What follows belongs to an exercise in optimizing a design on an open flow for small area and a short achievable clock period; a production flow would make more cautious choices. In this exercise RTL edits were held to simulation tests only and were not proved equivalent to the original.

**flow/config.mk**
```make
export PLATFORM = sky130hd
export DESIGN_NAME = fmac_top
export DESIGN_NICKNAME = fmac_top
export VERILOG_FILES = /design/flow/design.v
export SDC_FILE = /design/flow/constraint.sdc
export NUM_CORES = 4
export LEC_CHECK = 0
export ABC_AREA = 1
export CAP_MARGIN = 20
export CORE_MARGIN = 2
export CORE_UTILIZATION = 60
export CTS_BUF_LIST = sky130_fd_sc_hd__clkbuf_8
export SLEW_MARGIN = 20
```
**flow/constraint.sdc**
```tcl
create_clock -name core_clock -period 18.0 [get_ports {i_clk}]
set_input_delay 3.6000 -clock core_clock [delete_from_list [all_inputs] [get_ports {i_clk}]]
set_output_delay 3.6000 -clock core_clock [all_outputs]
set_load 0.01 [all_outputs]
```
**flow/design.v**
```verilog
`timescale 1ns / 1ps
module fmac (
    input  i_clk,
    input  i_reset_n,
    input  i_sel,
    input  [7:0] i_Act_E,
    input  [15:0][3:0] i_Act_M,
    input  [7:0] i_Weight_E,
    input  [15:0][3:0] i_Weight_M,
    input  [7:0]  i_ACC_E,
    input  [23:0] i_ACC_M,
    output logic [7:0] o_Weight_E,
    output logic [15:0][3:0] o_Weight_M,
    output logic [7:0] o_Act_E,
    output logic [15:0][7:0] o_Act_M,
    output logic [7:0]  o_ACC_E,
    output logic [23:0] o_ACC_M
    );
    wire sg0_1 = i_Act_M[0][3] ^ i_Weight_M[0][3];
    wire nsg0_2 = ~sg0_1;
    wire pp0_3 = i_Act_M[0][0] & i_Weight_M[0][0];
    wire pp0_4 = i_Act_M[0][0] & i_Weight_M[0][1];
    wire pp0_5 = i_Act_M[0][0] & i_Weight_M[0][2];
    wire pp0_6 = i_Act_M[0][1] & i_Weight_M[0][0];
    wire pp0_7 = i_Act_M[0][1] & i_Weight_M[0][1];
    wire pp0_8 = i_Act_M[0][1] & i_Weight_M[0][2];
    wire pp0_9 = i_Act_M[0][2] & i_Weight_M[0][0];
    wire pp0_10 = i_Act_M[0][2] & i_Weight_M[0][1];
    wire pp0_11 = i_Act_M[0][2] & i_Weight_M[0][2];
    wire h12 = pp0_4 ^ pp0_6;
    wire k13 = pp0_4 & pp0_6;
    wire s14 = pp0_5 ^ pp0_7 ^ pp0_9;
    wire c15 = (pp0_5 & pp0_7) | (pp0_9 & (pp0_5 ^ pp0_7));
    wire h16 = k13 ^ s14;
    wire k17 = k13 & s14;
    wire s18 = pp0_8 ^ pp0_10 ^ c15;
    wire c19 = (pp0_8 & pp0_10) | (c15 & (pp0_8 ^ pp0_10));
    wire h20 = k17 ^ s18;
    wire k21 = k17 & s18;
    wire s22 = pp0_11 ^ c19 ^ k21;
    wire c23 = (pp0_11 & c19) | (k21 & (pp0_11 ^ c19));
    wire x0_24 = h12 ^ sg0_1;
    wire x0_25 = h16 ^ sg0_1;
    wire x0_26 = h20 ^ sg0_1;
    wire x0_27 = s22 ^ sg0_1;
    wire x0_28 = c23 ^ sg0_1;
    wire sg1_29 = i_Act_M[1][3] ^ i_Weight_M[1][3];
    wire nsg1_30 = ~sg1_29;
    wire pp1_31 = i_Act_M[1][0] & i_Weight_M[1][0];
    wire pp1_32 = i_Act_M[1][0] & i_Weight_M[1][1];
    wire pp1_33 = i_Act_M[1][0] & i_Weight_M[1][2];
    wire pp1_34 = i_Act_M[1][1] & i_Weight_M[1][0];
    wire pp1_35 = i_Act_M[1][1] & i_Weight_M[1][1];
    wire pp1_36 = i_Act_M[1][1] & i_Weight_M[1][2];
    wire pp1_37 = i_Act_M[1][2] & i_Weight_M[1][0];
    wire pp1_38 = i_Act_M[1][2] & i_Weight_M[1][1];
    wire pp1_39 = i_Act_M[1][2] & i_Weight_M[1][2];
    wire h40 = pp1_32 ^ pp1_34;
    wire k41 = pp1_32 & pp1_34;
    wire s42 = pp1_33 ^ pp1_35 ^ pp1_37;
    wire c43 = (pp1_33 & pp1_35) | (pp1_37 & (pp1_33 ^ pp1_35));
    wire h44 = k41 ^ s42;
    wire k45 = k41 & s42;
    wire s46 = pp1_36 ^ pp1_38 ^ c43;
    wire c47 = (pp1_36 & pp1_38) | (c43 & (pp1_36 ^ pp1_38));
    wire h48 = k45 ^ s46;
    wire k49 = k45 & s46;
    wire s50 = pp1_39 ^ c47 ^ k49;
    wire c51 = (pp1_39 & c47) | (k49 & (pp1_39 ^ c47));
    wire x1_52 = h40 ^ sg1_29;
    wire x1_53 = h44 ^ sg1_29;
    wire x1_54 = h48 ^ sg1_29;
    wire x1_55 = s50 ^ sg1_29;
    wire x1_56 = c51 ^ sg1_29;
    wire sg2_57 = i_Act_M[2][3] ^ i_Weight_M[2][3];
    wire nsg2_58 = ~sg2_57;
    wire pp2_59 = i_Act_M[2][0] & i_Weight_M[2][0];
    wire pp2_60 = i_Act_M[2][0] & i_Weight_M[2][1];
    wire pp2_61 = i_Act_M[2][0] & i_Weight_M[2][2];
    wire pp2_62 = i_Act_M[2][1] & i_Weight_M[2][0];
    wire pp2_63 = i_Act_M[2][1] & i_Weight_M[2][1];
    wire pp2_64 = i_Act_M[2][1] & i_Weight_M[2][2];
    wire pp2_65 = i_Act_M[2][2] & i_Weight_M[2][0];
    wire pp2_66 = i_Act_M[2][2] & i_Weight_M[2][1];
    wire pp2_67 = i_Act_M[2][2] & i_Weight_M[2][2];
    wire h68 = pp2_60 ^ pp2_62;
    wire k69 = pp2_60 & pp2_62;
    wire s70 = pp2_61 ^ pp2_63 ^ pp2_65;
    wire c71 = (pp2_61 & pp2_63) | (pp2_65 & (pp2_61 ^ pp2_63));
    wire h72 = k69 ^ s70;
    wire k73 = k69 & s70;
    wire s74 = pp2_64 ^ pp2_66 ^ c71;
    wire c75 = (pp2_64 & pp2_66) | (c71 & (pp2_64 ^ pp2_66));
    wire h76 = k73 ^ s74;
    wire k77 = k73 & s74;
    wire s78 = pp2_67 ^ c75 ^ k77;
    wire c79 = (pp2_67 & c75) | (k77 & (pp2_67 ^ c75));
    wire x2_80 = h68 ^ sg2_57;
    wire x2_81 = h72 ^ sg2_57;
    wire x2_82 = h76 ^ sg2_57;
    wire x2_83 = s78 ^ sg2_57;
    wire x2_84 = c79 ^ sg2_57;
    wire sg3_85 = i_Act_M[3][3] ^ i_Weight_M[3][3];
    wire nsg3_86 = ~sg3_85;
    wire pp3_87 = i_Act_M[3][0] & i_Weight_M[3][0];
    wire pp3_88 = i_Act_M[3][0] & i_Weight_M[3][1];
    wire pp3_89 = i_Act_M[3][0] & i_Weight_M[3][2];
    wire pp3_90 = i_Act_M[3][1] & i_Weight_M[3][0];
    wire pp3_91 = i_Act_M[3][1] & i_Weight_M[3][1];
    wire pp3_92 = i_Act_M[3][1] & i_Weight_M[3][2];
    wire pp3_93 = i_Act_M[3][2] & i_Weight_M[3][0];
    wire pp3_94 = i_Act_M[3][2] & i_Weight_M[3][1];
    wire pp3_95 = i_Act_M[3][2] & i_Weight_M[3][2];
    wire h96 = pp3_88 ^ pp3_90;
    wire k97 = pp3_88 & pp3_90;
    wire s98 = pp3_89 ^ pp3_91 ^ pp3_93;
    wire c99 = (pp3_89 & pp3_91) | (pp3_93 & (pp3_89 ^ pp3_91));
    wire h100 = k97 ^ s98;
    wire k101 = k97 & s98;
    wire s102 = pp3_92 ^ pp3_94 ^ c99;
    wire c103 = (pp3_92 & pp3_94) | (c99 & (pp3_92 ^ pp3_94));
    wire h104 = k101 ^ s102;
    wire k105 = k101 & s102;
    wire s106 = pp3_95 ^ c103 ^ k105;
    wire c107 = (pp3_95 & c103) | (k105 & (pp3_95 ^ c103));
    wire x3_108 = h96 ^ sg3_85;
    wire x3_109 = h100 ^ sg3_85;
    wire x3_110 = h104 ^ sg3_85;
    wire x3_111 = s106 ^ sg3_85;
    wire x3_112 = c107 ^ sg3_85;
    wire sg4_113 = i_Act_M[4][3] ^ i_Weight_M[4][3];
    wire nsg4_114 = ~sg4_113;
    wire pp4_115 = i_Act_M[4][0] & i_Weight_M[4][0];
    wire pp4_116 = i_Act_M[4][0] & i_Weight_M[4][1];
    wire pp4_117 = i_Act_M[4][0] & i_Weight_M[4][2];
    wire pp4_118 = i_Act_M[4][1] & i_Weight_M[4][0];
    wire pp4_119 = i_Act_M[4][1] & i_Weight_M[4][1];
    wire pp4_120 = i_Act_M[4][1] & i_Weight_M[4][2];
    wire pp4_121 = i_Act_M[4][2] & i_Weight_M[4][0];
    wire pp4_122 = i_Act_M[4][2] & i_Weight_M[4][1];
    wire pp4_123 = i_Act_M[4][2] & i_Weight_M[4][2];
    wire h124 = pp4_116 ^ pp4_118;
    wire k125 = pp4_116 & pp4_118;
    wire s126 = pp4_117 ^ pp4_119 ^ pp4_121;
    wire c127 = (pp4_117 & pp4_119) | (pp4_121 & (pp4_117 ^ pp4_119));
    wire h128 = k125 ^ s126;
    wire k129 = k125 & s126;
    wire s130 = pp4_120 ^ pp4_122 ^ c127;
    wire c131 = (pp4_120 & pp4_122) | (c127 & (pp4_120 ^ pp4_122));
    wire h132 = k129 ^ s130;
    wire k133 = k129 & s130;
    wire s134 = pp4_123 ^ c131 ^ k133;
    wire c135 = (pp4_123 & c131) | (k133 & (pp4_123 ^ c131));
    wire x4_136 = h124 ^ sg4_113;
    wire x4_137 = h128 ^ sg4_113;
    wire x4_138 = h132 ^ sg4_113;
    wire x4_139 = s134 ^ sg4_113;
    wire x4_140 = c135 ^ sg4_113;
    wire sg5_141 = i_Act_M[5][3] ^ i_Weight_M[5][3];
    wire nsg5_142 = ~sg5_141;
    wire pp5_143 = i_Act_M[5][0] & i_Weight_M[5][0];
    wire pp5_144 = i_Act_M[5][0] & i_Weight_M[5][1];
    wire pp5_145 = i_Act_M[5][0] & i_Weight_M[5][2];
    wire pp5_146 = i_Act_M[5][1] & i_Weight_M[5][0];
    wire pp5_147 = i_Act_M[5][1] & i_Weight_M[5][1];
    wire pp5_148 = i_Act_M[5][1] & i_Weight_M[5][2];
    wire pp5_149 = i_Act_M[5][2] & i_Weight_M[5][0];
    wire pp5_150 = i_Act_M[5][2] & i_Weight_M[5][1];
    wire pp5_151 = i_Act_M[5][2] & i_Weight_M[5][2];
    wire h152 = pp5_144 ^ pp5_146;
    wire k153 = pp5_144 & pp5_146;
    wire s154 = pp5_145 ^ pp5_147 ^ pp5_149;
    wire c155 = (pp5_145 & pp5_147) | (pp5_149 & (pp5_145 ^ pp5_147));
    wire h156 = k153 ^ s154;
    wire k157 = k153 & s154;
    wire s158 = pp5_148 ^ pp5_150 ^ c155;
    wire c159 = (pp5_148 & pp5_150) | (c155 & (pp5_148 ^ pp5_150));
    wire h160 = k157 ^ s158;
    wire k161 = k157 & s158;
    wire s162 = pp5_151 ^ c159 ^ k161;
    wire c163 = (pp5_151 & c159) | (k161 & (pp5_151 ^ c159));
    wire x5_164 = h152 ^ sg5_141;
    wire x5_165 = h156 ^ sg5_141;
    wire x5_166 = h160 ^ sg5_141;
    wire x5_167 = s162 ^ sg5_141;
    wire x5_168 = c163 ^ sg5_141;
    wire sg6_169 = i_Act_M[6][3] ^ i_Weight_M[6][3];
    wire nsg6_170 = ~sg6_169;
    wire pp6_171 = i_Act_M[6][0] & i_Weight_M[6][0];
    wire pp6_172 = i_Act_M[6][0] & i_Weight_M[6][1];
    wire pp6_173 = i_Act_M[6][0] & i_Weight_M[6][2];
    wire pp6_174 = i_Act_M[6][1] & i_Weight_M[6][0];
    wire pp6_175 = i_Act_M[6][1] & i_Weight_M[6][1];
    wire pp6_176 = i_Act_M[6][1] & i_Weight_M[6][2];
    wire pp6_177 = i_Act_M[6][2] & i_Weight_M[6][0];
    wire pp6_178 = i_Act_M[6][2] & i_Weight_M[6][1];
    wire pp6_179 = i_Act_M[6][2] & i_Weight_M[6][2];
    wire h180 = pp6_172 ^ pp6_174;
    wire k181 = pp6_172 & pp6_174;
    wire s182 = pp6_173 ^ pp6_175 ^ pp6_177;
    wire c183 = (pp6_173 & pp6_175) | (pp6_177 & (pp6_173 ^ pp6_175));
    wire h184 = k181 ^ s182;
    wire k185 = k181 & s182;
    wire s186 = pp6_176 ^ pp6_178 ^ c183;
    wire c187 = (pp6_176 & pp6_178) | (c183 & (pp6_176 ^ pp6_178));
    wire h188 = k185 ^ s186;
    wire k189 = k185 & s186;
    wire s190 = pp6_179 ^ c187 ^ k189;
    wire c191 = (pp6_179 & c187) | (k189 & (pp6_179 ^ c187));
    wire x6_192 = h180 ^ sg6_169;
    wire x6_193 = h184 ^ sg6_169;
    wire x6_194 = h188 ^ sg6_169;
    wire x6_195 = s190 ^ sg6_169;
    wire x6_196 = c191 ^ sg6_169;
    wire sg7_197 = i_Act_M[7][3] ^ i_Weight_M[7][3];
    wire nsg7_198 = ~sg7_197;
    wire pp7_199 = i_Act_M[7][0] & i_Weight_M[7][0];
    wire pp7_200 = i_Act_M[7][0] & i_Weight_M[7][1];
    wire pp7_201 = i_Act_M[7][0] & i_Weight_M[7][2];
    wire pp7_202 = i_Act_M[7][1] & i_Weight_M[7][0];
    wire pp7_203 = i_Act_M[7][1] & i_Weight_M[7][1];
    wire pp7_204 = i_Act_M[7][1] & i_Weight_M[7][2];
    wire pp7_205 = i_Act_M[7][2] & i_Weight_M[7][0];
    wire pp7_206 = i_Act_M[7][2] & i_Weight_M[7][1];
    wire pp7_207 = i_Act_M[7][2] & i_Weight_M[7][2];
    wire h208 = pp7_200 ^ pp7_202;
    wire k209 = pp7_200 & pp7_202;
    wire s210 = pp7_201 ^ pp7_203 ^ pp7_205;
    wire c211 = (pp7_201 & pp7_203) | (pp7_205 & (pp7_201 ^ pp7_203));
    wire h212 = k209 ^ s210;
    wire k213 = k209 & s210;
    wire s214 = pp7_204 ^ pp7_206 ^ c211;
    wire c215 = (pp7_204 & pp7_206) | (c211 & (pp7_204 ^ pp7_206));
    wire h216 = k213 ^ s214;
    wire k217 = k213 & s214;
    wire s218 = pp7_207 ^ c215 ^ k217;
    wire c219 = (pp7_207 & c215) | (k217 & (pp7_207 ^ c215));
    wire x7_220 = h208 ^ sg7_197;
    wire x7_221 = h212 ^ sg7_197;
    wire x7_222 = h216 ^ sg7_197;
    wire x7_223 = s218 ^ sg7_197;
    wire x7_224 = c219 ^ sg7_197;
    wire sg8_225 = i_Act_M[8][3] ^ i_Weight_M[8][3];
    wire nsg8_226 = ~sg8_225;
    wire pp8_227 = i_Act_M[8][0] & i_Weight_M[8][0];
    wire pp8_228 = i_Act_M[8][0] & i_Weight_M[8][1];
    wire pp8_229 = i_Act_M[8][0] & i_Weight_M[8][2];
    wire pp8_230 = i_Act_M[8][1] & i_Weight_M[8][0];
    wire pp8_231 = i_Act_M[8][1] & i_Weight_M[8][1];
    wire pp8_232 = i_Act_M[8][1] & i_Weight_M[8][2];
    wire pp8_233 = i_Act_M[8][2] & i_Weight_M[8][0];
    wire pp8_234 = i_Act_M[8][2] & i_Weight_M[8][1];
    wire pp8_235 = i_Act_M[8][2] & i_Weight_M[8][2];
    wire h236 = pp8_228 ^ pp8_230;
    wire k237 = pp8_228 & pp8_230;
    wire s238 = pp8_229 ^ pp8_231 ^ pp8_233;
    wire c239 = (pp8_229 & pp8_231) | (pp8_233 & (pp8_229 ^ pp8_231));
    wire h240 = k237 ^ s238;
    wire k241 = k237 & s238;
    wire s242 = pp8_232 ^ pp8_234 ^ c239;
    wire c243 = (pp8_232 & pp8_234) | (c239 & (pp8_232 ^ pp8_234));
    wire h244 = k241 ^ s242;
    wire k245 = k241 & s242;
    wire s246 = pp8_235 ^ c243 ^ k245;
    wire c247 = (pp8_235 & c243) | (k245 & (pp8_235 ^ c243));
    wire x8_248 = h236 ^ sg8_225;
    wire x8_249 = h240 ^ sg8_225;
    wire x8_250 = h244 ^ sg8_225;
    wire x8_251 = s246 ^ sg8_225;
    wire x8_252 = c247 ^ sg8_225;
    wire sg9_253 = i_Act_M[9][3] ^ i_Weight_M[9][3];
    wire nsg9_254 = ~sg9_253;
    wire pp9_255 = i_Act_M[9][0] & i_Weight_M[9][0];
    wire pp9_256 = i_Act_M[9][0] & i_Weight_M[9][1];
    wire pp9_257 = i_Act_M[9][0] & i_Weight_M[9][2];
    wire pp9_258 = i_Act_M[9][1] & i_Weight_M[9][0];
    wire pp9_259 = i_Act_M[9][1] & i_Weight_M[9][1];
    wire pp9_260 = i_Act_M[9][1] & i_Weight_M[9][2];
    wire pp9_261 = i_Act_M[9][2] & i_Weight_M[9][0];
    wire pp9_262 = i_Act_M[9][2] & i_Weight_M[9][1];
    wire pp9_263 = i_Act_M[9][2] & i_Weight_M[9][2];
    wire h264 = pp9_256 ^ pp9_258;
    wire k265 = pp9_256 & pp9_258;
    wire s266 = pp9_257 ^ pp9_259 ^ pp9_261;
    wire c267 = (pp9_257 & pp9_259) | (pp9_261 & (pp9_257 ^ pp9_259));
    wire h268 = k265 ^ s266;
    wire k269 = k265 & s266;
    wire s270 = pp9_260 ^ pp9_262 ^ c267;
    wire c271 = (pp9_260 & pp9_262) | (c267 & (pp9_260 ^ pp9_262));
    wire h272 = k269 ^ s270;
    wire k273 = k269 & s270;
    wire s274 = pp9_263 ^ c271 ^ k273;
    wire c275 = (pp9_263 & c271) | (k273 & (pp9_263 ^ c271));
    wire x9_276 = h264 ^ sg9_253;
    wire x9_277 = h268 ^ sg9_253;
    wire x9_278 = h272 ^ sg9_253;
    wire x9_279 = s274 ^ sg9_253;
    wire x9_280 = c275 ^ sg9_253;
    wire sg10_281 = i_Act_M[10][3] ^ i_Weight_M[10][3];
    wire nsg10_282 = ~sg10_281;
    wire pp10_283 = i_Act_M[10][0] & i_Weight_M[10][0];
    wire pp10_284 = i_Act_M[10][0] & i_Weight_M[10][1];
    wire pp10_285 = i_Act_M[10][0] & i_Weight_M[10][2];
    wire pp10_286 = i_Act_M[10][1] & i_Weight_M[10][0];
    wire pp10_287 = i_Act_M[10][1] & i_Weight_M[10][1];
    wire pp10_288 = i_Act_M[10][1] & i_Weight_M[10][2];
    wire pp10_289 = i_Act_M[10][2] & i_Weight_M[10][0];
    wire pp10_290 = i_Act_M[10][2] & i_Weight_M[10][1];
    wire pp10_291 = i_Act_M[10][2] & i_Weight_M[10][2];
    wire h292 = pp10_284 ^ pp10_286;
    wire k293 = pp10_284 & pp10_286;
    wire s294 = pp10_285 ^ pp10_287 ^ pp10_289;
    wire c295 = (pp10_285 & pp10_287) | (pp10_289 & (pp10_285 ^ pp10_287));
    wire h296 = k293 ^ s294;
    wire k297 = k293 & s294;
    wire s298 = pp10_288 ^ pp10_290 ^ c295;
    wire c299 = (pp10_288 & pp10_290) | (c295 & (pp10_288 ^ pp10_290));
    wire h300 = k297 ^ s298;
    wire k301 = k297 & s298;
    wire s302 = pp10_291 ^ c299 ^ k301;
    wire c303 = (pp10_291 & c299) | (k301 & (pp10_291 ^ c299));
    wire x10_304 = h292 ^ sg10_281;
    wire x10_305 = h296 ^ sg10_281;
    wire x10_306 = h300 ^ sg10_281;
    wire x10_307 = s302 ^ sg10_281;
    wire x10_308 = c303 ^ sg10_281;
    wire sg11_309 = i_Act_M[11][3] ^ i_Weight_M[11][3];
    wire nsg11_310 = ~sg11_309;
    wire pp11_311 = i_Act_M[11][0] & i_Weight_M[11][0];
    wire pp11_312 = i_Act_M[11][0] & i_Weight_M[11][1];
    wire pp11_313 = i_Act_M[11][0] & i_Weight_M[11][2];
    wire pp11_314 = i_Act_M[11][1] & i_Weight_M[11][0];
    wire pp11_315 = i_Act_M[11][1] & i_Weight_M[11][1];
    wire pp11_316 = i_Act_M[11][1] & i_Weight_M[11][2];
    wire pp11_317 = i_Act_M[11][2] & i_Weight_M[11][0];
    wire pp11_318 = i_Act_M[11][2] & i_Weight_M[11][1];
    wire pp11_319 = i_Act_M[11][2] & i_Weight_M[11][2];
    wire h320 = pp11_312 ^ pp11_314;
    wire k321 = pp11_312 & pp11_314;
    wire s322 = pp11_313 ^ pp11_315 ^ pp11_317;
    wire c323 = (pp11_313 & pp11_315) | (pp11_317 & (pp11_313 ^ pp11_315));
    wire h324 = k321 ^ s322;
    wire k325 = k321 & s322;
    wire s326 = pp11_316 ^ pp11_318 ^ c323;
    wire c327 = (pp11_316 & pp11_318) | (c323 & (pp11_316 ^ pp11_318));
    wire h328 = k325 ^ s326;
    wire k329 = k325 & s326;
    wire s330 = pp11_319 ^ c327 ^ k329;
    wire c331 = (pp11_319 & c327) | (k329 & (pp11_319 ^ c327));
    wire x11_332 = h320 ^ sg11_309;
    wire x11_333 = h324 ^ sg11_309;
    wire x11_334 = h328 ^ sg11_309;
    wire x11_335 = s330 ^ sg11_309;
    wire x11_336 = c331 ^ sg11_309;
    wire sg12_337 = i_Act_M[12][3] ^ i_Weight_M[12][3];
    wire nsg12_338 = ~sg12_337;
    wire pp12_339 = i_Act_M[12][0] & i_Weight_M[12][0];
    wire pp12_340 = i_Act_M[12][0] & i_Weight_M[12][1];
    wire pp12_341 = i_Act_M[12][0] & i_Weight_M[12][2];
    wire pp12_342 = i_Act_M[12][1] & i_Weight_M[12][0];
    wire pp12_343 = i_Act_M[12][1] & i_Weight_M[12][1];
    wire pp12_344 = i_Act_M[12][1] & i_Weight_M[12][2];
    wire pp12_345 = i_Act_M[12][2] & i_Weight_M[12][0];
    wire pp12_346 = i_Act_M[12][2] & i_Weight_M[12][1];
    wire pp12_347 = i_Act_M[12][2] & i_Weight_M[12][2];
    wire h348 = pp12_340 ^ pp12_342;
    wire k349 = pp12_340 & pp12_342;
    wire s350 = pp12_341 ^ pp12_343 ^ pp12_345;
    wire c351 = (pp12_341 & pp12_343) | (pp12_345 & (pp12_341 ^ pp12_343));
    wire h352 = k349 ^ s350;
    wire k353 = k349 & s350;
    wire s354 = pp12_344 ^ pp12_346 ^ c351;
    wire c355 = (pp12_344 & pp12_346) | (c351 & (pp12_344 ^ pp12_346));
    wire h356 = k353 ^ s354;
    wire k357 = k353 & s354;
    wire s358 = pp12_347 ^ c355 ^ k357;
    wire c359 = (pp12_347 & c355) | (k357 & (pp12_347 ^ c355));
    wire x12_360 = h348 ^ sg12_337;
    wire x12_361 = h352 ^ sg12_337;
    wire x12_362 = h356 ^ sg12_337;
    wire x12_363 = s358 ^ sg12_337;
    wire x12_364 = c359 ^ sg12_337;
    wire sg13_365 = i_Act_M[13][3] ^ i_Weight_M[13][3];
    wire nsg13_366 = ~sg13_365;
    wire pp13_367 = i_Act_M[13][0] & i_Weight_M[13][0];
    wire pp13_368 = i_Act_M[13][0] & i_Weight_M[13][1];
    wire pp13_369 = i_Act_M[13][0] & i_Weight_M[13][2];
    wire pp13_370 = i_Act_M[13][1] & i_Weight_M[13][0];
    wire pp13_371 = i_Act_M[13][1] & i_Weight_M[13][1];
    wire pp13_372 = i_Act_M[13][1] & i_Weight_M[13][2];
    wire pp13_373 = i_Act_M[13][2] & i_Weight_M[13][0];
    wire pp13_374 = i_Act_M[13][2] & i_Weight_M[13][1];
    wire pp13_375 = i_Act_M[13][2] & i_Weight_M[13][2];
    wire h376 = pp13_368 ^ pp13_370;
    wire k377 = pp13_368 & pp13_370;
    wire s378 = pp13_369 ^ pp13_371 ^ pp13_373;
    wire c379 = (pp13_369 & pp13_371) | (pp13_373 & (pp13_369 ^ pp13_371));
    wire h380 = k377 ^ s378;
    wire k381 = k377 & s378;
    wire s382 = pp13_372 ^ pp13_374 ^ c379;
    wire c383 = (pp13_372 & pp13_374) | (c379 & (pp13_372 ^ pp13_374));
    wire h384 = k381 ^ s382;
    wire k385 = k381 & s382;
    wire s386 = pp13_375 ^ c383 ^ k385;
    wire c387 = (pp13_375 & c383) | (k385 & (pp13_375 ^ c383));
    wire x13_388 = h376 ^ sg13_365;
    wire x13_389 = h380 ^ sg13_365;
    wire x13_390 = h384 ^ sg13_365;
    wire x13_391 = s386 ^ sg13_365;
    wire x13_392 = c387 ^ sg13_365;
    wire sg14_393 = i_Act_M[14][3] ^ i_Weight_M[14][3];
    wire nsg14_394 = ~sg14_393;
    wire pp14_395 = i_Act_M[14][0] & i_Weight_M[14][0];
    wire pp14_396 = i_Act_M[14][0] & i_Weight_M[14][1];
    wire pp14_397 = i_Act_M[14][0] & i_Weight_M[14][2];
    wire pp14_398 = i_Act_M[14][1] & i_Weight_M[14][0];
    wire pp14_399 = i_Act_M[14][1] & i_Weight_M[14][1];
    wire pp14_400 = i_Act_M[14][1] & i_Weight_M[14][2];
    wire pp14_401 = i_Act_M[14][2] & i_Weight_M[14][0];
    wire pp14_402 = i_Act_M[14][2] & i_Weight_M[14][1];
    wire pp14_403 = i_Act_M[14][2] & i_Weight_M[14][2];
    wire h404 = pp14_396 ^ pp14_398;
    wire k405 = pp14_396 & pp14_398;
    wire s406 = pp14_397 ^ pp14_399 ^ pp14_401;
    wire c407 = (pp14_397 & pp14_399) | (pp14_401 & (pp14_397 ^ pp14_399));
    wire h408 = k405 ^ s406;
    wire k409 = k405 & s406;
    wire s410 = pp14_400 ^ pp14_402 ^ c407;
    wire c411 = (pp14_400 & pp14_402) | (c407 & (pp14_400 ^ pp14_402));
    wire h412 = k409 ^ s410;
    wire k413 = k409 & s410;
    wire s414 = pp14_403 ^ c411 ^ k413;
    wire c415 = (pp14_403 & c411) | (k413 & (pp14_403 ^ c411));
    wire x14_416 = h404 ^ sg14_393;
    wire x14_417 = h408 ^ sg14_393;
    wire x14_418 = h412 ^ sg14_393;
    wire x14_419 = s414 ^ sg14_393;
    wire x14_420 = c415 ^ sg14_393;
    wire sg15_421 = i_Act_M[15][3] ^ i_Weight_M[15][3];
    wire nsg15_422 = ~sg15_421;
    wire pp15_423 = i_Act_M[15][0] & i_Weight_M[15][0];
    wire pp15_424 = i_Act_M[15][0] & i_Weight_M[15][1];
    wire pp15_425 = i_Act_M[15][0] & i_Weight_M[15][2];
    wire pp15_426 = i_Act_M[15][1] & i_Weight_M[15][0];
    wire pp15_427 = i_Act_M[15][1] & i_Weight_M[15][1];
    wire pp15_428 = i_Act_M[15][1] & i_Weight_M[15][2];
    wire pp15_429 = i_Act_M[15][2] & i_Weight_M[15][0];
    wire pp15_430 = i_Act_M[15][2] & i_Weight_M[15][1];
    wire pp15_431 = i_Act_M[15][2] & i_Weight_M[15][2];
    wire h432 = pp15_424 ^ pp15_426;
    wire k433 = pp15_424 & pp15_426;
    wire s434 = pp15_425 ^ pp15_427 ^ pp15_429;
    wire c435 = (pp15_425 & pp15_427) | (pp15_429 & (pp15_425 ^ pp15_427));
    wire h436 = k433 ^ s434;
    wire k437 = k433 & s434;
    wire s438 = pp15_428 ^ pp15_430 ^ c435;
    wire c439 = (pp15_428 & pp15_430) | (c435 & (pp15_428 ^ pp15_430));
    wire h440 = k437 ^ s438;
    wire k441 = k437 & s438;
    wire s442 = pp15_431 ^ c439 ^ k441;
    wire c443 = (pp15_431 & c439) | (k441 & (pp15_431 ^ c439));
    wire x15_444 = h432 ^ sg15_421;
    wire x15_445 = h436 ^ sg15_421;
    wire x15_446 = h440 ^ sg15_421;
    wire x15_447 = s442 ^ sg15_421;
    wire x15_448 = c443 ^ sg15_421;
    wire q449 = ~(pp0_3 ^ pp1_31);
    wire o450 = pp0_3 | pp1_31;
    wire s451 = pp2_59 ^ pp3_87 ^ pp4_115;
    wire c452 = (pp2_59 & pp3_87) | (pp4_115 & (pp2_59 ^ pp3_87));
    wire s453 = pp5_143 ^ pp6_171 ^ pp7_199;
    wire c454 = (pp5_143 & pp6_171) | (pp7_199 & (pp5_143 ^ pp6_171));
    wire s455 = pp8_227 ^ pp9_255 ^ pp10_283;
    wire c456 = (pp8_227 & pp9_255) | (pp10_283 & (pp8_227 ^ pp9_255));
    wire s457 = pp11_311 ^ pp12_339 ^ pp13_367;
    wire c458 = (pp11_311 & pp12_339) | (pp13_367 & (pp11_311 ^ pp12_339));
    wire s459 = pp14_395 ^ pp15_423 ^ q449;
    wire c460 = (pp14_395 & pp15_423) | (q449 & (pp14_395 ^ pp15_423));
    wire s461 = s451 ^ s453 ^ s455;
    wire c462 = (s451 & s453) | (s455 & (s451 ^ s453));
    wire s463 = s457 ^ s459 ^ s461;
    wire c464 = (s457 & s459) | (s461 & (s457 ^ s459));
    wire q465 = ~((sg0_1 & ~pp0_3) ^ (sg1_29 & ~pp1_31));
    wire o466 = (sg0_1 & ~pp0_3) | (sg1_29 & ~pp1_31);
    wire s467 = (sg2_57 & ~pp2_59) ^ (sg3_85 & ~pp3_87) ^ (sg4_113 & ~pp4_115);
    wire c468 = ((sg2_57 & ~pp2_59) & (sg3_85 & ~pp3_87)) | ((sg4_113 & ~pp4_115) & ((sg2_57 & ~pp2_59) ^ (sg3_85 & ~pp3_87)));
    wire s469 = (sg5_141 & ~pp5_143) ^ (sg6_169 & ~pp6_171) ^ (sg7_197 & ~pp7_199);
    wire c470 = ((sg5_141 & ~pp5_143) & (sg6_169 & ~pp6_171)) | ((sg7_197 & ~pp7_199) & ((sg5_141 & ~pp5_143) ^ (sg6_169 & ~pp6_171)));
    wire s471 = (sg8_225 & ~pp8_227) ^ (sg9_253 & ~pp9_255) ^ (sg10_281 & ~pp10_283);
    wire c472 = ((sg8_225 & ~pp8_227) & (sg9_253 & ~pp9_255)) | ((sg10_281 & ~pp10_283) & ((sg8_225 & ~pp8_227) ^ (sg9_253 & ~pp9_255)));
    wire s473 = (sg11_309 & ~pp11_311) ^ (sg12_337 & ~pp12_339) ^ (sg13_365 & ~pp13_367);
    wire c474 = ((sg11_309 & ~pp11_311) & (sg12_337 & ~pp12_339)) | ((sg13_365 & ~pp13_367) & ((sg11_309 & ~pp11_311) ^ (sg12_337 & ~pp12_339)));
    wire s475 = (sg14_393 & ~pp14_395) ^ (sg15_421 & ~pp15_423) ^ o450;
    wire c476 = ((sg14_393 & ~pp14_395) & (sg15_421 & ~pp15_423)) | (o450 & ((sg14_393 & ~pp14_395) ^ (sg15_421 & ~pp15_423)));
    wire s477 = c452 ^ c454 ^ c456;
    wire c478 = (c452 & c454) | (c456 & (c452 ^ c454));
    wire s479 = c458 ^ q465 ^ x0_24;
    wire c480 = (c458 & q465) | (x0_24 & (c458 ^ q465));
    wire s481 = x1_52 ^ x2_80 ^ x3_108;
    wire c482 = (x1_52 & x2_80) | (x3_108 & (x1_52 ^ x2_80));
    wire s483 = x4_136 ^ x5_164 ^ x6_192;
    wire c484 = (x4_136 & x5_164) | (x6_192 & (x4_136 ^ x5_164));
    wire s485 = x7_220 ^ x8_248 ^ x9_276;
    wire c486 = (x7_220 & x8_248) | (x9_276 & (x7_220 ^ x8_248));
    wire s487 = x10_304 ^ x11_332 ^ x12_360;
    wire c488 = (x10_304 & x11_332) | (x12_360 & (x10_304 ^ x11_332));
    wire s489 = x13_388 ^ x14_416 ^ x15_444;
    wire c490 = (x13_388 & x14_416) | (x15_444 & (x13_388 ^ x14_416));
    wire s491 = s467 ^ s469 ^ s471;
    wire c492 = (s467 & s469) | (s471 & (s467 ^ s469));
    wire s493 = s473 ^ c460 ^ s475;
    wire c494 = (s473 & c460) | (s475 & (s473 ^ c460));
    wire s495 = c462 ^ s477 ^ s479;
    wire c496 = (c462 & s477) | (s479 & (c462 ^ s477));
    wire s497 = s481 ^ s483 ^ s485;
    wire c498 = (s481 & s483) | (s485 & (s481 ^ s483));
    wire s499 = s487 ^ s489 ^ s491;
    wire c500 = (s487 & s489) | (s491 & (s487 ^ s489));
    wire s501 = s493 ^ c464 ^ s495;
    wire c502 = (s493 & c464) | (s495 & (s493 ^ c464));
    wire s503 = s497 ^ s499 ^ s501;
    wire c504 = (s497 & s499) | (s501 & (s497 ^ s499));
    wire q505 = ~(o466 ^ c468);
    wire o506 = o466 | c468;
    wire s507 = c470 ^ c472 ^ c474;
    wire c508 = (c470 & c472) | (c474 & (c470 ^ c472));
    wire s509 = c476 ^ q505 ^ c478;
    wire c510 = (c476 & q505) | (c478 & (c476 ^ q505));
    wire s511 = c480 ^ c482 ^ c484;
    wire c512 = (c480 & c482) | (c484 & (c480 ^ c482));
    wire s513 = c486 ^ c488 ^ c490;
    wire c514 = (c486 & c488) | (c490 & (c486 ^ c488));
    wire s515 = x0_25 ^ x1_53 ^ x2_81;
    wire c516 = (x0_25 & x1_53) | (x2_81 & (x0_25 ^ x1_53));
    wire s517 = x3_109 ^ x4_137 ^ x5_165;
    wire c518 = (x3_109 & x4_137) | (x5_165 & (x3_109 ^ x4_137));
    wire s519 = x6_193 ^ x7_221 ^ x8_249;
    wire c520 = (x6_193 & x7_221) | (x8_249 & (x6_193 ^ x7_221));
    wire s521 = x9_277 ^ x10_305 ^ x11_333;
    wire c522 = (x9_277 & x10_305) | (x11_333 & (x9_277 ^ x10_305));
    wire s523 = x12_361 ^ x13_389 ^ x14_417;
    wire c524 = (x12_361 & x13_389) | (x14_417 & (x12_361 ^ x13_389));
    wire s525 = x15_445 ^ c492 ^ s507;
    wire c526 = (x15_445 & c492) | (s507 & (x15_445 ^ c492));
    wire s527 = c494 ^ s509 ^ s511;
    wire c528 = (c494 & s509) | (s511 & (c494 ^ s509));
    wire s529 = s513 ^ c496 ^ c498;
    wire c530 = (s513 & c496) | (c498 & (s513 ^ c496));
    wire s531 = s515 ^ s517 ^ s519;
    wire c532 = (s515 & s517) | (s519 & (s515 ^ s517));
    wire s533 = s521 ^ s523 ^ s525;
    wire c534 = (s521 & s523) | (s525 & (s521 ^ s523));
    wire s535 = c500 ^ c502 ^ s527;
    wire c536 = (c500 & c502) | (s527 & (c500 ^ c502));
    wire s537 = s529 ^ s531 ^ s533;
    wire c538 = (s529 & s531) | (s533 & (s529 ^ s531));
    wire s539 = c504 ^ s535 ^ s537;
    wire c540 = (c504 & s535) | (s537 & (c504 ^ s535));
    wire q541 = ~(o506 ^ c508);
    wire o542 = o506 | c508;
    wire s543 = c510 ^ q541 ^ c512;
    wire c544 = (c510 & q541) | (c512 & (c510 ^ q541));
    wire s545 = c514 ^ x0_26 ^ x1_54;
    wire c546 = (c514 & x0_26) | (x1_54 & (c514 ^ x0_26));
    wire s547 = x2_82 ^ x3_110 ^ x4_138;
    wire c548 = (x2_82 & x3_110) | (x4_138 & (x2_82 ^ x3_110));
    wire s549 = x5_166 ^ x6_194 ^ x7_222;
    wire c550 = (x5_166 & x6_194) | (x7_222 & (x5_166 ^ x6_194));
    wire s551 = x8_250 ^ x9_278 ^ x10_306;
    wire c552 = (x8_250 & x9_278) | (x10_306 & (x8_250 ^ x9_278));
    wire s553 = x11_334 ^ x12_362 ^ x13_390;
    wire c554 = (x11_334 & x12_362) | (x13_390 & (x11_334 ^ x12_362));
    wire s555 = x14_418 ^ x15_446 ^ c516;
    wire c556 = (x14_418 & x15_446) | (c516 & (x14_418 ^ x15_446));
    wire s557 = c518 ^ c520 ^ c522;
    wire c558 = (c518 & c520) | (c522 & (c518 ^ c520));
    wire s559 = c524 ^ c526 ^ s543;
    wire c560 = (c524 & c526) | (s543 & (c524 ^ c526));
    wire s561 = c528 ^ c530 ^ c532;
    wire c562 = (c528 & c530) | (c532 & (c528 ^ c530));
    wire s563 = s545 ^ s547 ^ s549;
    wire c564 = (s545 & s547) | (s549 & (s545 ^ s547));
    wire s565 = s551 ^ s553 ^ s555;
    wire c566 = (s551 & s553) | (s555 & (s551 ^ s553));
    wire s567 = s557 ^ c534 ^ c536;
    wire c568 = (s557 & c534) | (c536 & (s557 ^ c534));
    wire s569 = s559 ^ s561 ^ s563;
    wire c570 = (s559 & s561) | (s563 & (s559 ^ s561));
    wire s571 = s565 ^ c538 ^ s567;
    wire c572 = (s565 & c538) | (s567 & (s565 ^ c538));
    wire s573 = s569 ^ c540 ^ s571;
    wire c574 = (s569 & c540) | (s571 & (s569 ^ c540));
    wire q575 = ~(o542 ^ c544);
    wire o576 = o542 | c544;
    wire s577 = x0_27 ^ x1_55 ^ x2_83;
    wire c578 = (x0_27 & x1_55) | (x2_83 & (x0_27 ^ x1_55));
    wire s579 = x3_111 ^ x4_139 ^ x5_167;
    wire c580 = (x3_111 & x4_139) | (x5_167 & (x3_111 ^ x4_139));
    wire s581 = x6_195 ^ x7_223 ^ x8_251;
    wire c582 = (x6_195 & x7_223) | (x8_251 & (x6_195 ^ x7_223));
    wire s583 = x9_279 ^ x10_307 ^ x11_335;
    wire c584 = (x9_279 & x10_307) | (x11_335 & (x9_279 ^ x10_307));
    wire s585 = x12_363 ^ x13_391 ^ x14_419;
    wire c586 = (x12_363 & x13_391) | (x14_419 & (x12_363 ^ x13_391));
    wire s587 = x15_447 ^ c546 ^ c548;
    wire c588 = (x15_447 & c546) | (c548 & (x15_447 ^ c546));
    wire s589 = c550 ^ c552 ^ c554;
    wire c590 = (c550 & c552) | (c554 & (c550 ^ c552));
    wire s591 = c556 ^ c558 ^ q575;
    wire c592 = (c556 & c558) | (q575 & (c556 ^ c558));
    wire s593 = c560 ^ s577 ^ s579;
    wire c594 = (c560 & s577) | (s579 & (c560 ^ s577));
    wire s595 = s581 ^ s583 ^ s585;
    wire c596 = (s581 & s583) | (s585 & (s581 ^ s583));
    wire s597 = c562 ^ c564 ^ c566;
    wire c598 = (c562 & c564) | (c566 & (c562 ^ c564));
    wire s599 = s587 ^ s589 ^ s591;
    wire c600 = (s587 & s589) | (s591 & (s587 ^ s589));
    wire s601 = c568 ^ s593 ^ s595;
    wire c602 = (c568 & s593) | (s595 & (c568 ^ s593));
    wire s603 = c570 ^ s597 ^ s599;
    wire c604 = (c570 & s597) | (s599 & (c570 ^ s597));
    wire s605 = c572 ^ s601 ^ s603;
    wire c606 = (c572 & s601) | (s603 & (c572 ^ s601));
    wire q607 = ~(x0_28 ^ x1_56);
    wire o608 = x0_28 | x1_56;
    wire s609 = x2_84 ^ x3_112 ^ x4_140;
    wire c610 = (x2_84 & x3_112) | (x4_140 & (x2_84 ^ x3_112));
    wire s611 = x5_168 ^ x6_196 ^ x7_224;
    wire c612 = (x5_168 & x6_196) | (x7_224 & (x5_168 ^ x6_196));
    wire s613 = x8_252 ^ x9_280 ^ x10_308;
    wire c614 = (x8_252 & x9_280) | (x10_308 & (x8_252 ^ x9_280));
    wire s615 = x11_336 ^ x12_364 ^ x13_392;
    wire c616 = (x11_336 & x12_364) | (x13_392 & (x11_336 ^ x12_364));
    wire s617 = x14_420 ^ x15_448 ^ o576;
    wire c618 = (x14_420 & x15_448) | (o576 & (x14_420 ^ x15_448));
    wire s619 = q607 ^ c578 ^ c580;
    wire c620 = (q607 & c578) | (c580 & (q607 ^ c578));
    wire s621 = c582 ^ c584 ^ c586;
    wire c622 = (c582 & c584) | (c586 & (c582 ^ c584));
    wire s623 = s609 ^ s611 ^ s613;
    wire c624 = (s609 & s611) | (s613 & (s609 ^ s611));
    wire s625 = s615 ^ c588 ^ c590;
    wire c626 = (s615 & c588) | (c590 & (s615 ^ c588));
    wire s627 = c592 ^ s617 ^ c594;
    wire c628 = (c592 & s617) | (c594 & (c592 ^ s617));
    wire s629 = c596 ^ s619 ^ s621;
    wire c630 = (c596 & s619) | (s621 & (c596 ^ s619));
    wire s631 = s623 ^ c598 ^ s625;
    wire c632 = (s623 & c598) | (s625 & (s623 ^ c598));
    wire s633 = c600 ^ c602 ^ s627;
    wire c634 = (c600 & c602) | (s627 & (c600 ^ c602));
    wire s635 = s629 ^ s631 ^ c604;
    wire c636 = (s629 & s631) | (c604 & (s629 ^ s631));
    wire s637 = s633 ^ c606 ^ s635;
    wire c638 = (s633 & c606) | (s635 & (s633 ^ c606));
    wire q639 = ~(nsg0_2 ^ nsg1_30);
    wire o640 = nsg0_2 | nsg1_30;
    wire s641 = nsg2_58 ^ nsg3_86 ^ nsg4_114;
    wire c642 = (nsg2_58 & nsg3_86) | (nsg4_114 & (nsg2_58 ^ nsg3_86));
    wire s643 = nsg5_142 ^ nsg6_170 ^ nsg7_198;
    wire c644 = (nsg5_142 & nsg6_170) | (nsg7_198 & (nsg5_142 ^ nsg6_170));
    wire s645 = nsg8_226 ^ nsg9_254 ^ nsg10_282;
    wire c646 = (nsg8_226 & nsg9_254) | (nsg10_282 & (nsg8_226 ^ nsg9_254));
    wire s647 = nsg11_310 ^ nsg12_338 ^ nsg13_366;
    wire c648 = (nsg11_310 & nsg12_338) | (nsg13_366 & (nsg11_310 ^ nsg12_338));
    wire s649 = nsg14_394 ^ nsg15_422 ^ q639;
    wire c650 = (nsg14_394 & nsg15_422) | (q639 & (nsg14_394 ^ nsg15_422));
    wire s651 = s641 ^ s643 ^ s645;
    wire c652 = (s641 & s643) | (s645 & (s641 ^ s643));
    wire s653 = s647 ^ s649 ^ s651;
    wire c654 = (s647 & s649) | (s651 & (s647 ^ s649));
    wire s655 = s653 ^ o608 ^ c610;
    wire c656 = (s653 & o608) | (c610 & (s653 ^ o608));
    wire s657 = c612 ^ c614 ^ c616;
    wire c658 = (c612 & c614) | (c616 & (c612 ^ c614));
    wire s659 = c618 ^ c620 ^ c622;
    wire c660 = (c618 & c620) | (c622 & (c618 ^ c620));
    wire s661 = c624 ^ s655 ^ s657;
    wire c662 = (c624 & s655) | (s657 & (c624 ^ s655));
    wire s663 = c626 ^ c628 ^ c630;
    wire c664 = (c626 & c628) | (c630 & (c626 ^ c628));
    wire s665 = s659 ^ s661 ^ c632;
    wire c666 = (s659 & s661) | (c632 & (s659 ^ s661));
    wire s667 = c634 ^ s663 ^ s665;
    wire c668 = (c634 & s663) | (s665 & (c634 ^ s663));
    wire s669 = c636 ^ s667 ^ c638;
    wire c670 = (c636 & s667) | (c638 & (c636 ^ s667));
    wire q671 = ~(o640 ^ c642);
    wire o672 = o640 | c642;
    wire s673 = c644 ^ c646 ^ c648;
    wire c674 = (c644 & c646) | (c648 & (c644 ^ c646));
    wire s675 = c650 ^ q671 ^ c652;
    wire c676 = (c650 & q671) | (c652 & (c650 ^ q671));
    wire s677 = s673 ^ s675 ^ c654;
    wire c678 = (s673 & s675) | (c654 & (s673 ^ s675));
    wire s679 = s677 ^ c656 ^ c658;
    wire c680 = (s677 & c656) | (c658 & (s677 ^ c656));
    wire s681 = c660 ^ c662 ^ s679;
    wire c682 = (c660 & c662) | (s679 & (c660 ^ c662));
    wire s683 = c664 ^ s681 ^ c666;
    wire c684 = (c664 & s681) | (c666 & (c664 ^ s681));
    wire s685 = c668 ^ s683 ^ c670;
    wire c686 = (c668 & s683) | (c670 & (c668 ^ s683));
    wire q687 = ~(o672 ^ c674);
    wire o688 = o672 | c674;
    wire s689 = q687 ^ c676 ^ c678;
    wire c690 = (q687 & c676) | (c678 & (q687 ^ c676));
    wire s691 = s689 ^ c680 ^ c682;
    wire c692 = (s689 & c680) | (c682 & (s689 ^ c680));
    wire s693 = s691 ^ c684 ^ c686;
    wire c694 = (s691 & c684) | (c686 & (s691 ^ c684));
    wire q695 = ~(o688 ^ c690);
    wire o696 = o688 | c690;
    wire s697 = q695 ^ c692 ^ c694;
    wire c698 = (q695 & c692) | (c694 & (q695 ^ c692));
    wire [10:0] X = {o696, s697, s693, s685, s669, s637, c574, s573, s539, s503, s463};
    wire [10:0] Y = {c698, 1'b0, 1'b0, 1'b0, 1'b0, 1'b0, s605, 1'b0, 1'b0, 1'b0, 1'b0};
    wire [10:0] cg = X & Y;
    wire [10:0] cp = X ^ Y;
    wire gg699 = cg[1] | (cp[1] & cg[0]);
    wire gp700 = cp[1] & cp[0];
    wire gg701 = cg[2] | (cp[2] & cg[1]);
    wire gp702 = cp[2] & cp[1];
    wire gg703 = cg[3] | (cp[3] & cg[2]);
    wire gp704 = cp[3] & cp[2];
    wire gg705 = cg[4] | (cp[4] & cg[3]);
    wire gp706 = cp[4] & cp[3];
    wire gg707 = cg[5] | (cp[5] & cg[4]);
    wire gp708 = cp[5] & cp[4];
    wire gg709 = cg[6] | (cp[6] & cg[5]);
    wire gp710 = cp[6] & cp[5];
    wire gg711 = cg[7] | (cp[7] & cg[6]);
    wire gp712 = cp[7] & cp[6];
    wire gg713 = cg[8] | (cp[8] & cg[7]);
    wire gp714 = cp[8] & cp[7];
    wire gg715 = cg[9] | (cp[9] & cg[8]);
    wire gp716 = cp[9] & cp[8];
    wire gg717 = cg[10] | (cp[10] & cg[9]);
    wire gp718 = cp[10] & cp[9];
    wire gg719 = gg701 | (gp702 & cg[0]);
    wire gp720 = gp702 & cp[0];
    wire gg721 = gg703 | (gp704 & gg699);
    wire gp722 = gp704 & gp700;
    wire gg723 = gg705 | (gp706 & gg701);
    wire gp724 = gp706 & gp702;
    wire gg725 = gg707 | (gp708 & gg703);
    wire gp726 = gp708 & gp704;
    wire gg727 = gg709 | (gp710 & gg705);
    wire gp728 = gp710 & gp706;
    wire gg729 = gg711 | (gp712 & gg707);
    wire gp730 = gp712 & gp708;
    wire gg731 = gg713 | (gp714 & gg709);
    wire gp732 = gp714 & gp710;
    wire gg733 = gg715 | (gp716 & gg711);
    wire gp734 = gp716 & gp712;
    wire gg735 = gg717 | (gp718 & gg713);
    wire gp736 = gp718 & gp714;
    wire gg737 = gg723 | (gp724 & cg[0]);
    wire gp738 = gp724 & cp[0];
    wire gg739 = gg725 | (gp726 & gg699);
    wire gp740 = gp726 & gp700;
    wire gg741 = gg727 | (gp728 & gg719);
    wire gp742 = gp728 & gp720;
    wire gg743 = gg729 | (gp730 & gg721);
    wire gp744 = gp730 & gp722;
    wire gg745 = gg731 | (gp732 & gg723);
    wire gp746 = gp732 & gp724;
    wire gg747 = gg733 | (gp734 & gg725);
    wire gp748 = gp734 & gp726;
    wire gg749 = gg735 | (gp736 & gg727);
    wire gp750 = gp736 & gp728;
    wire gg751 = gg745 | (gp746 & cg[0]);
    wire gp752 = gp746 & cp[0];
    wire gg753 = gg747 | (gp748 & gg699);
    wire gp754 = gp748 & gp700;
    wire gg755 = gg749 | (gp750 & gg719);
    wire gp756 = gp750 & gp720;
    wire [10:0] T = {(cp[10] ^ gg753), (cp[9] ^ gg751), (cp[8] ^ gg743), (cp[7] ^ gg741), (cp[6] ^ gg739), (cp[5] ^ gg737), (cp[4] ^ gg721), (cp[3] ^ gg719), (cp[2] ^ gg699), (cp[1] ^ cg[0]), (cp[0])};
    wire [10:0] U = {(cp[10] ^ (gg753 | gp754)), (cp[9] ^ (gg751 | gp752)), (cp[8] ^ (gg743 | gp744)), (cp[7] ^ (gg741 | gp742)), (cp[6] ^ (gg739 | gp740)), (cp[5] ^ (gg737 | gp738)), (cp[4] ^ (gg721 | gp722)), (cp[3] ^ (gg719 | gp720)), (cp[2] ^ (gg699 | gp700)), (cp[1] ^ (cg[0] | cp[0])), (~cp[0])};
    wire       sgn  = U[10];
    wire [9:0] mag  = sgn ? ~T[9:0] : U[9:0];
    wire       zero = &(X ^ Y);                 
    function automatic [3:0] lzc10(input [9:0] v);
        lzc10 = 4'd9;
        for (int k = 0; k < 10; k = k + 1)
            if (v[k]) lzc10 = 4'(9 - k);
    endfunction
    wire [3:0] lz_p = lzc10(U[9:0]);
    wire [3:0] lz_n = lzc10(~T[9:0]);
    wire [3:0] lz   = sgn ? lz_n : lz_p;
    wire [9:0] m4 = mag << lz;
    wire [8:0] e   = {1'b0, i_Act_E} + {1'b0, i_Weight_E};
    wire [9:0] e3  = {1'b0, e} + 10'd3;
    wire [5:0] eh  = e3[9:4];
    wire [5:0] ehm = e3[9:4] - 6'd1;
    wire [4:0] xl  = {1'b0, e3[3:0]} - {1'b0, lz};
    wire       bw  = xl[4];
    wire [7:0] xe  = {bw ? ehm[3:0] : eh[3:0], xl[3:0]};
    wire       lo15 = &xl[3:0];
    wire       ovf0 = (eh  >= 6'd16) | ((eh  == 6'd15) & lo15);
    wire       ovf1 = (ehm >= 6'd16) & (eh != 6'd0) | ((ehm == 6'd15) & lo15);
    wire       ovf = bw ? ovf1 : ovf0;                
    wire       unf = bw & (eh == 6'd0);               
    wire [9:0] fu  = mag << e[2:0];                   
    logic [7:0]  fp_exp;
    logic [23:0] fp_man;
    always_comb begin
        if (zero) begin
            fp_exp = e[7:0];
            fp_man = 24'd0;
        end else if (ovf) begin
            fp_exp = 8'hFF;
            fp_man = 24'd0;
        end else if (unf) begin
            fp_exp = 8'd0;
            fp_man = {sgn, fu, 13'd0};
        end else begin
            fp_exp = xe;
            fp_man = {sgn, m4[8:0], 1'b0, 13'd0};
        end
    end
    always_ff @ (posedge i_clk or negedge i_reset_n) begin
        if (~i_reset_n) begin
            o_Act_E    <= 0;
            o_Weight_E <= 0;
            o_ACC_E    <= 0;
            o_ACC_M    <= 0;
            o_Act_M    <= 0;
            o_Weight_M <= 0;
        end else begin
            o_Act_E    <= i_Act_E;
            o_Weight_E <= i_Weight_E;
            o_ACC_E    <= fp_exp;
            o_ACC_M    <= fp_man;
            for (int j = 0; j < 16; j = j + 1) begin
                o_Act_M[j]    <= {4'd0, i_Act_M[j]};
                o_Weight_M[j] <= i_Weight_M[j];
            end
        end
    end
endmodule
module fmac_top (
    input          i_clk,
    input          i_reset_n,
    input          i_sel,
    input  [7:0]   i_Act_E,
    input  [63:0]  i_Act_M,
    input  [7:0]   i_Weight_E,
    input  [63:0]  i_Weight_M,
    input  [7:0]   i_ACC_E,
    input  [23:0]  i_ACC_M,
    output [7:0]   o_Weight_E,
    output [63:0]  o_Weight_M,
    output [7:0]   o_Act_E,
    output [127:0] o_Act_M,
    output [7:0]   o_ACC_E,
    output [23:0]  o_ACC_M
);
    fmac u_fmac (
        .i_clk      (i_clk),
        .i_reset_n  (i_reset_n),
        .i_sel      (i_sel),
        .i_Act_E    (i_Act_E),
        .i_Act_M    (i_Act_M),
        .i_Weight_E (i_Weight_E),
        .i_Weight_M (i_Weight_M),
        .i_ACC_E    (i_ACC_E),
        .i_ACC_M    (i_ACC_M),
        .o_Weight_E (o_Weight_E),
        .o_Weight_M (o_Weight_M),
        .o_Act_E    (o_Act_E),
        .o_Act_M    (o_Act_M),
        .o_ACC_E    (o_ACC_E),
        .o_ACC_M    (o_ACC_M)
    );
endmodule
```
**flow/flow/run.sh**
```bash
#!/bin/bash
# Own layout flow: the standard ORFS flow, with two changes:
#  - synthesis leaves adders to ABC (no full/half-adder cell extraction),
#  - port buffers use the smallest buffer cell.
set -euo pipefail
bash standard.sh ADDER_MAP_FILE= \
  "BUFFER_PORTS_ARGS=-buffer_cell sky130_fd_sc_hd__buf_1" \
  finish > run_flow.log 2>&1
```
**flow/standard.sh**
```bash
#!/bin/bash
# synth_recipe.tcl (not shown) runs the flow's synth.tcl, then flattens the netlist and writes it again
# the make line also repeats each setting of config.mk as NAME=value (left out here)
make -C /OpenROAD-flow-scripts/flow DESIGN_CONFIG=/design/flow/config.mk WORK_HOME=/design/flow/orfs CLKGATE_MAP_FILE= SYNTH_SCRIPT=/design/flow/synth_recipe.tcl "${@:-finish}"
```
==> results of run 1 <==
## Yosys cell counts (2+ instances only)
cell type	number
a21oi_2	15
nand2_2	47
or2_1	18
dfrtp_1	163
maj3_1	4
nand2_4	7
inv_4	2
nand2b_1	2
a22o_1	2
a21boi_1	6
nand4_1	21
inv_2	20
o21ai_0	91
xnor2_2	2
clkbuf_1	2
nor3_1	4
a21boi_0	13
nand3b_1	31
nand3_1	268
nand3_4	3
o21ai_2	2
buf_4	80
o211ai_1	4
inv_1	308
nand3_2	18
o21ai_1	23
a21o_1	6
xor2_2	3
nor2_1	153
buf_2	3
xor2_1	55
nor2_2	6
a21oi_1	42
a31oi_1	3
xnor2_1	17
nand2_1	1215
and2_1	4
or2_2	6
## state kept, by name, summed over array words and instances (netlist names)
signal,flops
u_fmac.o_Weight_M,64
u_fmac.o_ACC_E,8
u_fmac.o_Weight_E,8
u_fmac.o_Act_E,8
u_fmac.o_Act_M,64
u_fmac.o_ACC_M,11
## how the worst min path moves through the flow
stage	slack, ns	from	to
6_report	2.95	i_reset_n	u_fmac.o_Act_M[49]$_DFF_PN0_
4_1_cts	2.94	i_reset_n	u_fmac.o_Act_M[49]$_DFF_PN0_
2_1_floorplan	3.30	i_reset_n	u_fmac.o_ACC_E[0]$_DFF_PN0_
5_1_grt	2.95	i_reset_n	u_fmac.o_Act_M[49]$_DFF_PN0_
3_3_place_gp	3.46	i_reset_n	u_fmac.o_Act_M[49]$_DFF_PN0_
3_5_place_dp	3.47	i_reset_n	u_fmac.o_Act_M[49]$_DFF_PN0_
## critical path: cells and delay by family
family,cells,cell delay (ns)
AO/OA/AOI/OAI,6,1.73
buffers and inverters,3,0.31
AND/OR/NAND/NOR,35,4.29
## metrics by stage
| step | instances | hold slack (ns) |
|---|---|---|
| floorplan | 2760 | 3.30 |
| global placement | 3320 | 3.46 |
| detailed placement | 3320 | 3.47 |
| CTS | 3352 | 2.94 |
| global route | 3352 | 2.95 |
| finish | 3352 | 2.95 |
## layer usage
metal / up-vias / GRT usage, %
met5: - / 0
met4: 0 / 7.52
met3: 50 / 3.34
met2: 501 / 50.8
met1: 7637 / 39.2
li1: 8893 / -
## kinds of logic (layout without fill, tap and decap cells)
logic type / count (synthesis) / count (layout)
AND/OR/NAND/NOR: 1808 / 1808
buffers and inverters: 415 / 672
AO/OA/AOI/OAI: 215 / 215
flip-flops: 163 / 163
XOR/XNOR: 77 / 77
adder cells (fa/ha/maj): 5 / 5
other: 1 / 77
## final cells by class
type / count / area, sq um
multi-input combinational: 2182 / 10100
clock inverter: 15 / 169
timing repair buffer: 310 / 1170
inverter: 330 / 1240
clock buffer: 17 / 234
fill: 2504 / 8540
sequential: 163 / 4080
tap: 335 / 419
==> reports/metrics.yaml, run 1 <==
met3_length_um: 2400
ys.flop_type: "dfrtp_1"
synth_top_family_by_area: "simple AND/OR/NAND/NOR gates"
critPathCaptureType: "flip-flop"
fmax_ghz: 0.104
finalHoldViolations: 0
drt_iter0_markers: 1225
wl_um: 41300
grt_max_degree: 79
synthSimpleGateAreaFrac_pct: 49.2
cts_made_buffers: 17
cts_setup_buffers: 0
highest_layer: "met4"
netlist_instances: 2684
hold_class: "in -> async"
antenna_found_initial: 0
rsz0062_at_grt: "false"
htree_levels: 4
cts_root_buf: "clkbuf_8"
die-area_sq_mm: 0.0275
status: "no timing/DRC/antenna violations"
finalNetCount: 3183
grt-ovfl-total: 0
crit_top_cell: "nand2_1"
vias_per_cell: 5.10
clockBufferDepth: 2
dr.pass1.iters: 5
drc: 0
numClockSinks: 163
gp_congestion: 0.921
ant_nets: 0
port_buffers: 308
synthAdderAreaFrac_pct: 0.326
dp_hpwl_um: 34100
cts_tree: "done"
syn_area_sq_mm: 0.0157
ys_seq_area_share_pct: 26.0
synth_async_sr_flop_share_pct: 100
crit_path_end: "u_fmac.o_ACC_M[15]$_DFF_PN0_"
final_cell_mix: "1,215 x nand2_1, 308 x inv_1, 307 x buf_1"
dieWidth_um: 166
crit_start: "i_Act_M[40]"
setup_tns_ns: 0
final_common_cell: "nand2_1"
max_stage_delay_ns: 0.50
die_h_um: 166
critPathRequiredTime_ns: 18.37
crit_fanout: 20
hold_buffers: 0
synth_seq_cells: 163
synth.area.mux_share_pct: 0
synth.lib_cells_used.distinct: 53
fin_area_sq_mm: 0.0174
wl_per_cell_um: 12.3
timing.final.crit_share_pct: 53.3
dp_slack_ns: 8.08
worst_slack_ns: 8.40
slew_headroom_pct: 37.8
finalSetupViolations: 0
start_kind: "input port"
core_sq_mm: 0.0259
fin_util_pct: 67.0
grtUsageTotal_pct: 29.4
grt_pass1_wl_um: 67900
cts.repair.resized: 0
ioPinCount: 419
maxCapViolCount: 0
place_area_sq_mm: 0.0170
synth-compound-area-share_pct: 8.06
yosys_warnings: 1
synth_edf_count: 0
first_global_vias: 15100
worstMarginPinSlew_ns: 0.934
start_util_pct: 60.6
synth.top_cell.area_share_pct: 29.0
met2_length_um: 19200
clk_pin_slew_ns: 0.11
drive_above_1_share_pct: 5.77
worstSetupPathType: "in -> reg"
yosysTopAreaCell: "nand2_1"
yosys-top-cells-area: "nand2_1 29%, dfrtp_1 26%, nand3_1 8.5%"
avgSynthCellArea_sq_um: 5.85
cp.arrival_ns: 9.97
maxSlewViolCount: 0
row_count: 59
area_growth_pct: 10.6
drt-met1-wl_um: 18900
n_antenna_cell: 0
via_count: 17100
slowest_stage: "nand3b_1"
synth_xor_xnor_area_share_pct: 4.53
fin_crit_ns: 9.60
==> run 2: changes to the inputs <==
--- a/flow/config.mk
+++ b/flow/config.mk
@@ -9,5 +9,5 @@
 export CAP_MARGIN = 20
 export CORE_MARGIN = 2
-export CORE_UTILIZATION = 60
+export CORE_UTILIZATION = 75
 export CTS_BUF_LIST = sky130_fd_sc_hd__clkbuf_8
 export SLEW_MARGIN = 20
==> run 2 against run 1 <==
  * Global-route usage rose by 12 points
  * Die area decreased by 20%
  * Final area down 0.17%
  * First-iteration DRC count up 55%
  * Sequential cell count unchanged
  * Critical path depth increased by 3
  * Sequential share of layout area about the same
  * Worst hold slack got worse by 0.016 ns
  * Via count grew 8.2%
  * Critical endpoint is now u_fmac.o_ACC_M[16]$_DFF_PN0_
==> reports/metrics.yaml, run 2 <==
status: "no timing/DRC/antenna violations"
syn_area_sq_mm: 0.0157  # unchanged
wl_per_cell_um: 14.3  # +16%
fillers: 1365  # -45%
drc: 0  # unchanged
ys_seq_area_share_pct: 26.0  # unchanged
yosysTopAreaCell: "nand2_1"
slowest_stage: "nand3b_1"
start_kind: "input port"
finalHoldViolations: 0  # unchanged
htree_levels: 4  # unchanged
grt_max_degree: 82  # +3.8%
fmax_ghz: 0.100  # -3.7%
clockBufferDepth: 2  # unchanged
critPathCaptureType: "flip-flop"
netlist_instances: 2684  # unchanged
synth_seq_cells: 163  # unchanged
met3_length_um: 5050  # +110%
dr.pass1.iters: 8  # +3
met2_length_um: 22300  # +16%
cts_made_buffers: 17  # unchanged
ys.flop_type: "dfrtp_1"
maxCapViolCount: 0  # unchanged
fin_crit_ns: 9.96  # +0.365 ns
cts_root_buf: "clkbuf_8"
numClockSinks: 163  # unchanged
dieWidth_um: 149  # -10%
highest_layer: "met4"
antenna_found_initial: 0  # unchanged
rsz0062_at_grt: "false"
n_antenna_cell: 0  # unchanged
whs_ns: 2.94  # -0.0157 ns
cts.repair.resized: 0  # unchanged
wl_um: 47100  # +14%
cts_setup_buffers: 0  # unchanged
final_cells: 3287  # -1.9%
finalSetupViolations: 0  # unchanged
multi_input_area_sq_mm: 0.0101  # unchanged
clk_pin_slew_ns: 0.10  # about the same
grt_pass1_wl_um: 74900  # +10%
cts_tree: "done"
grtUsageTotal_pct: 41.5  # +12 points
regArea_sq_mm: 0.00408  # unchanged
avgSynthCellArea_sq_um: 5.85  # unchanged
die_h_um: 149  # -10%
drt_iter0_markers: 1897  # +55%
core_sq_mm: 0.0204  # -21%
setup_tns_ns: 0  # unchanged
synth_xor_xnor_area_share_pct: 4.53  # unchanged
netlist_top_cells_count: "1,215 x nand2_1, 308 x inv_1, 268 x nand3_1, 163 x dfrtp_1, 153 x nor2_1"
start_util_pct: 76.9  # +16 points
cp.arrival_ns: 10.33  # +0.36 ns
maxSlewViolCount: 0  # unchanged
via_count: 18500  # +8.2%
hold_buffers: 0  # unchanged
drt-met1-wl_um: 17500  # -7.7%
gp_congestion: 0.953  # +3.5%
synth_edf_count: 0  # unchanged
synthAdderAreaFrac_pct: 0.326  # unchanged
synth.top_cell.area_share_pct: 29.0  # unchanged
yosysMostFrequentCell: "nand2_1"
dpl.cell_count: 3255  # -2.0%
yosys-top-cells-area: "nand2_1 29%, dfrtp_1 26%, nand3_1 8.5%"
crit_top_cell: "nand2_1"
reg_top3: "u_fmac.o_Act_M: 64 flops, u_fmac.o_Weight_M: 64 flops, u_fmac.o_ACC_M: 11 flops"
worstMarginPinSlew_ns: 0.937  # +0.00317 ns
final_cell_mix: "1,215 x nand2_1, 308 x inv_1, 307 x buf_1"
timing.final.crit_share_pct: 55.4  # +2.0 points
ant_nets: 0  # unchanged
==> run 2: cell count changes in the layout (fill, tap and decap cells not counted), sizes merged <==
cell and delta:
clkinvlp -3, bufinv +2, buf +1
==> run 2: worst paths after layout <==
kind | startpoint | end | depth (start not counted)
max in group asynchronous | i_reset_n | u_fmac.o_Act_M[123]$_DFF_PN0_ | 2
worst max-delay path | i_Weight_M[41] | u_fmac.o_ACC_M[16]$_DFF_PN0_ | 47
worst min-delay path | i_reset_n | u_fmac.o_Weight_M[29]$_DFF_PN0_ | 1
min in group core_clock | i_Act_M[7] | u_fmac.o_Act_M[11]$_DFF_PN0_ | 1
==> run 2: per-stage QoR <==
step                      instance area [sq um]  util, %  setup slack, ns
after CTS                                 17300     84.8             8.51
after detailed placement                  16900     82.7             8.21
after global routing                      17300     84.9             7.64
after global placement                    16900     82.7             8.47
after floorplan                           16000        -            10.03
final                                     17300     84.9             8.04
==> run 2: area by class of cell <==
class / instances / share of cell area (%)
Clock buffer: 17 / 1.35
Clock inverter: 14 / 1.12
Inverter: 330 / 7.17
Multi-Input combinational cell: 2182 / 58.0
Sequential cell: 163 / 23.5
Tap cell: 270 / 1.95
Timing Repair Buffer: 311 / 6.93
==> run 2: worst max-delay path: cells and delay by family <==
kind,cells,cell delay [ns]
buffers and inverters,3,0.44
AND/OR/NAND/NOR,39,5.00
AO/OA/AOI/OAI,5,1.26
==> run 2: cell families after synthesis <==
logic type	after synthesis
xor gates and xnor gates	77
DFF	163
AOI/OAI and AO/OA	215
other	1
adders and majority gates	5
buffers and inverters	415
and+or+nand+nor	1808
==> run 2: per-layer routing <==
| metal | vias to the layer above | GRT usage (%) |
|---|---|---|
| li1 | 8886 | - |
| met1 | 8200 | 49.5 |
| met2 | 1172 | 71.3 |
| met3 | 229 | 7.92 |
| met4 | 0 | 21.5 |
| met5 | - | 0 |

re-timing with driven ports:
In the flow no input, the clock included, has a driving cell. The finished layouts below were timed again as built, in two steps.
Step 1 (the two cells are an assumption about what drives the block):
set clk [get_ports {i_clk}]
set_driving_cell -lib_cell sky130_fd_sc_hd__clkbuf_16 $clk
set_driving_cell -lib_cell sky130_fd_sc_hd__buf_2 [delete_from_list [all_inputs] $clk]
Step 2 adds t to the input delays and takes it off the output delays; t is the mean of the earliest and latest rising clock arrival at the registers after step 1. Input paths then give back, and output paths get back, about the clock's delay inside the block.
Slacks: ideal / step 1 / step 2; pairs: ideal / step 1.
| run | shift t [ns] | slack for setup (ns) | hold slack, ns | latest minus earliest clock arrival (ns) | slew at the worst register clock pin (ns) |
|---|---|---|---|---|---|
| run 1 | 0.520 | 8.400 / 8.407 / 7.888 | 2.953 / 2.931 / 3.450 | 0.022 / 0.023 | 0.11 / 0.11 |
| run 2 | 0.524 | 8.035 / 8.053 / 7.528 | 2.937 / 2.915 / 3.439 | 0.017 / 0.017 | 0.11 / 0.11 |
After both steps setup and hold are still met in every run listed. For run 1, which loses most, drivers alone change the setup slack by +0.007 ns; drivers and shift together by -0.512 ns.
